What follows belongs to an exercise in optimizing a design on an open flow for small area; a production flow would make more cautious choices. In this exercise RTL edits were held to simulation tests only and were not proved equivalent to the original. Power and IR drop assume default switching activity.

==> flow/design.v (excerpt) <==
module serdes (
    input  wire         clk,
    input  wire         reset,
    input  wire         ser_data_ready,
    output wire         ser_read_data,
    input  wire [511:0] ser_data_in,
    output wire         ser_write_data,
    output wire [31:0]  ser_data_out,
    input  wire         des_data_ready,
    output wire         des_read_data,
    input  wire [31:0]  des_data_in,
    output wire         des_write_data,
    output wire [511:0] des_data_out
);
==> module serializer, before the edit <==
module serializer #(
    parameter integer in_bit_width = 512,
    parameter integer out_bit_width = 32
)
(
    input wire clk,
    input wire reset,
    input wire data_ready,
    output reg read_data,
    input wire [in_bit_width-1:0] data_in,
    output reg write_data,
    output reg [out_bit_width-1:0] data_out
);
localparam integer num_segments = in_bit_width / out_bit_width;
localparam integer seg_ctr_bw   = $clog2(num_segments);
localparam integer W = out_bit_width;
reg busy;
reg [seg_ctr_bw-1:0] seg_counter;
reg [in_bit_width-1:0] sreg;
wire last = &seg_counter;
wire load = !busy | last;
always @(posedge clk) begin
    if (reset) begin
        busy <= 1'b0;
        seg_counter <= 0;
    end
    else begin
        busy <= read_data | (busy & !last);
        seg_counter <= seg_counter + busy;
    end
end
always @(posedge clk) begin
    sreg[in_bit_width-1 -: W] <= data_in[in_bit_width-1 -: W];
    sreg[in_bit_width-W-1:0] <= load ? data_in[in_bit_width-W-1:0]
                                     : sreg[in_bit_width-1:W];
end
always @(*) begin
    read_data = data_ready & load;
    write_data = busy;
    data_out = sreg[W-1:0];
end
endmodule
==> module deserializer, before the edit <==
module deserializer #(
    parameter integer in_bit_width = 32,
    parameter integer out_bit_width = 512
)
(
    input wire clk,
    input wire reset,
    input wire data_ready,
    output reg read_data,
    input wire [in_bit_width-1:0] data_in,
    output reg write_data,
    output reg [out_bit_width-1:0] data_out
);
localparam integer num_segments = out_bit_width / in_bit_width;
localparam integer seg_ctr_bw   = $clog2(num_segments);
localparam integer W = in_bit_width;
localparam integer SW = out_bit_width - W;    
reg active, word_done;
reg [seg_ctr_bw-1:0] seg_counter;
reg [SW-1:0] sreg;
reg [W-1:0] last_seg;
wire last = &seg_counter;
always @(posedge clk) begin
    if (reset) begin
        active <= 1'b0;
        word_done <= 1'b0;
        seg_counter <= 0;
    end
    else begin
        active <= active | data_ready;
        word_done <= read_data & last;
        seg_counter <= seg_counter + read_data;
    end
end
always @(posedge clk) begin
    if (read_data & !last)
        sreg <= {data_in, sreg[SW-1:W]};
    last_seg <= data_in;
end
always @(*) begin
    read_data = active & data_ready;
    write_data = word_done;
    data_out = {last_seg, sreg};
end
endmodule
clock: 6.0 ns
lec_check: 0
cap_margin: 20
core_area: 10 10 330 330
die_area: 0 0 340 340
slew_margin: 20
standard.sh (not shown) runs the stock make flow with config.mk's settings and CLKGATE_MAP_FILE= SYNTH_SCRIPT=/design/flow/synth_recipe.tcl, a recipe that flattens the netlist after the stock synthesis.
==> flow/flow/run.sh <==
#!/bin/bash
# Standard layout (standard.sh), with two changes: port buffers are buf_1,
# and the clock tree uses small leaf clusters of clkbuf_4 without dummy loads.
set -euo pipefail
export BUFFER_PORTS_ARGS="-buffer_cell sky130_fd_sc_hd__buf_1"
export CTS_ARGS="-sink_clustering_enable -repair_clock_nets -dont_use_dummy_load -buf_list sky130_fd_sc_hd__clkbuf_4 -root_buf sky130_fd_sc_hd__clkbuf_16 -tree_buf sky130_fd_sc_hd__clkbuf_8 -sink_clustering_size 10 -sink_clustering_max_diameter 35"
bash standard.sh > standard.log 2>&1
The baseline went through all stages and came out clean.
Edit:
--- a/flow/design.v
+++ b/flow/design.v
@@ -12,34 +12,42 @@
     output reg [out_bit_width-1:0] data_out
 );
 localparam integer num_segments = in_bit_width / out_bit_width;
 localparam integer seg_ctr_bw   = $clog2(num_segments);
 localparam integer W = out_bit_width;
+localparam integer SW = in_bit_width - W;
 reg busy;
 reg [seg_ctr_bw-1:0] seg_counter;
+reg ld, ld_n;                        
 reg [in_bit_width-1:0] sreg;
 wire last = &seg_counter;
-wire load = !busy | last;
+wire busy_next = read_data | (busy & !last);
+wire [seg_ctr_bw-1:0] seg_counter_next = seg_counter + busy;
+wire ld_next = !busy_next | (&seg_counter_next);
+wire flip = !seg_counter[0] | last;
 always @(posedge clk) begin
     if (reset) begin
         busy <= 1'b0;
         seg_counter <= 0;
+        ld <= 1'b1;
+        ld_n <= 1'b0;
     end
     else begin
-        busy <= read_data | (busy & !last);
-        seg_counter <= seg_counter + busy;
+        busy <= busy_next;
+        seg_counter <= seg_counter_next;
+        ld <= ld_next;
+        ld_n <= !ld_next;
     end
 end
 always @(posedge clk) begin
     sreg[in_bit_width-1 -: W] <= data_in[in_bit_width-1 -: W];
-    sreg[in_bit_width-W-1:0] <= load ? data_in[in_bit_width-W-1:0]
-                                     : sreg[in_bit_width-1:W];
+    sreg[SW-1:0] <= ~(({SW{ld}} | sreg[in_bit_width-1:W]) & ({SW{ld_n}} | data_in[SW-1:0]));
 end
 always @(*) begin
-    read_data = data_ready & load;
+    read_data = data_ready & ld;
     write_data = busy;
-    data_out = sreg[W-1:0];
+    data_out = sreg[W-1:0] ^ {W{flip}};
 end
 endmodule
 module deserializer #(
     parameter integer in_bit_width = 32,
     parameter integer out_bit_width = 512
@@ -56,29 +64,34 @@
 localparam integer num_segments = out_bit_width / in_bit_width;
 localparam integer seg_ctr_bw   = $clog2(num_segments);
 localparam integer W = in_bit_width;
 localparam integer SW = out_bit_width - W;    
 reg active, word_done;
+reg shift, shift_n;
 reg [seg_ctr_bw-1:0] seg_counter;
 reg [SW-1:0] sreg;
 reg [W-1:0] last_seg;
 wire last = &seg_counter;
+wire shift_next = read_data & !last;
 always @(posedge clk) begin
     if (reset) begin
         active <= 1'b0;
         word_done <= 1'b0;
         seg_counter <= 0;
+        shift <= 1'b0;
+        shift_n <= 1'b1;
     end
     else begin
         active <= active | data_ready;
         word_done <= read_data & last;
         seg_counter <= seg_counter + read_data;
+        shift <= shift_next;
+        shift_n <= !shift_next;
     end
 end
 always @(posedge clk) begin
-    if (read_data & !last)
-        sreg <= {data_in, sreg[SW-1:W]};
+    sreg <= ({SW{shift}} & {last_seg, sreg[SW-1:W]}) | ({SW{shift_n}} & sreg);
     last_seg <= data_in;
 end
 always @(*) begin
     read_data = active & data_ready;
     write_data = word_done;
What happened: The changed run completed without violations; sequential share of layout area decreases by 8.3 points; design area decreases by 6.8%; sequential power increases by about 2%; die area is unchanged; power increases by 7.2%; hold slack degrades by 0.022 ns; core utilization decreases by 2.6 points; final cell count increases by 12%; routed wire length increases by 1.4%; global-route usage hardly moves; critical path depth is unchanged; non-clock buffer count decreases by 1; clock power increases by about 1%.

-- what the ideal ports hide --
Ports are ideal in the flow. The routed layouts listed here were re-timed in OpenROAD.
Step 1 assumes that a clkbuf_16 drives the clock port and a buf_2 every other input.
Step 2, shift: input delay + t, output delay - t, t = (earliest + latest rising clock arrival at the registers) / 2. This alone moves slack from input paths to output paths.
a / b / c = no drivers / after step 1 / after step 2; a / b = the first two.
run | t (ns) | setup slack, ns | hold slack, ns
the first run | 0.704 | 2.702 / 2.632 / 2.480 | 0.361 / 0.361 / 0.361
the second run | 0.711 | 2.691 / 2.619 / 3.113 | 0.339 / 0.339 / 0.339
After both steps every run listed still meets setup and hold. For the first run, which loses most, drivers alone change the setup slack by -0.070 ns; drivers and shift together by -0.222 ns.
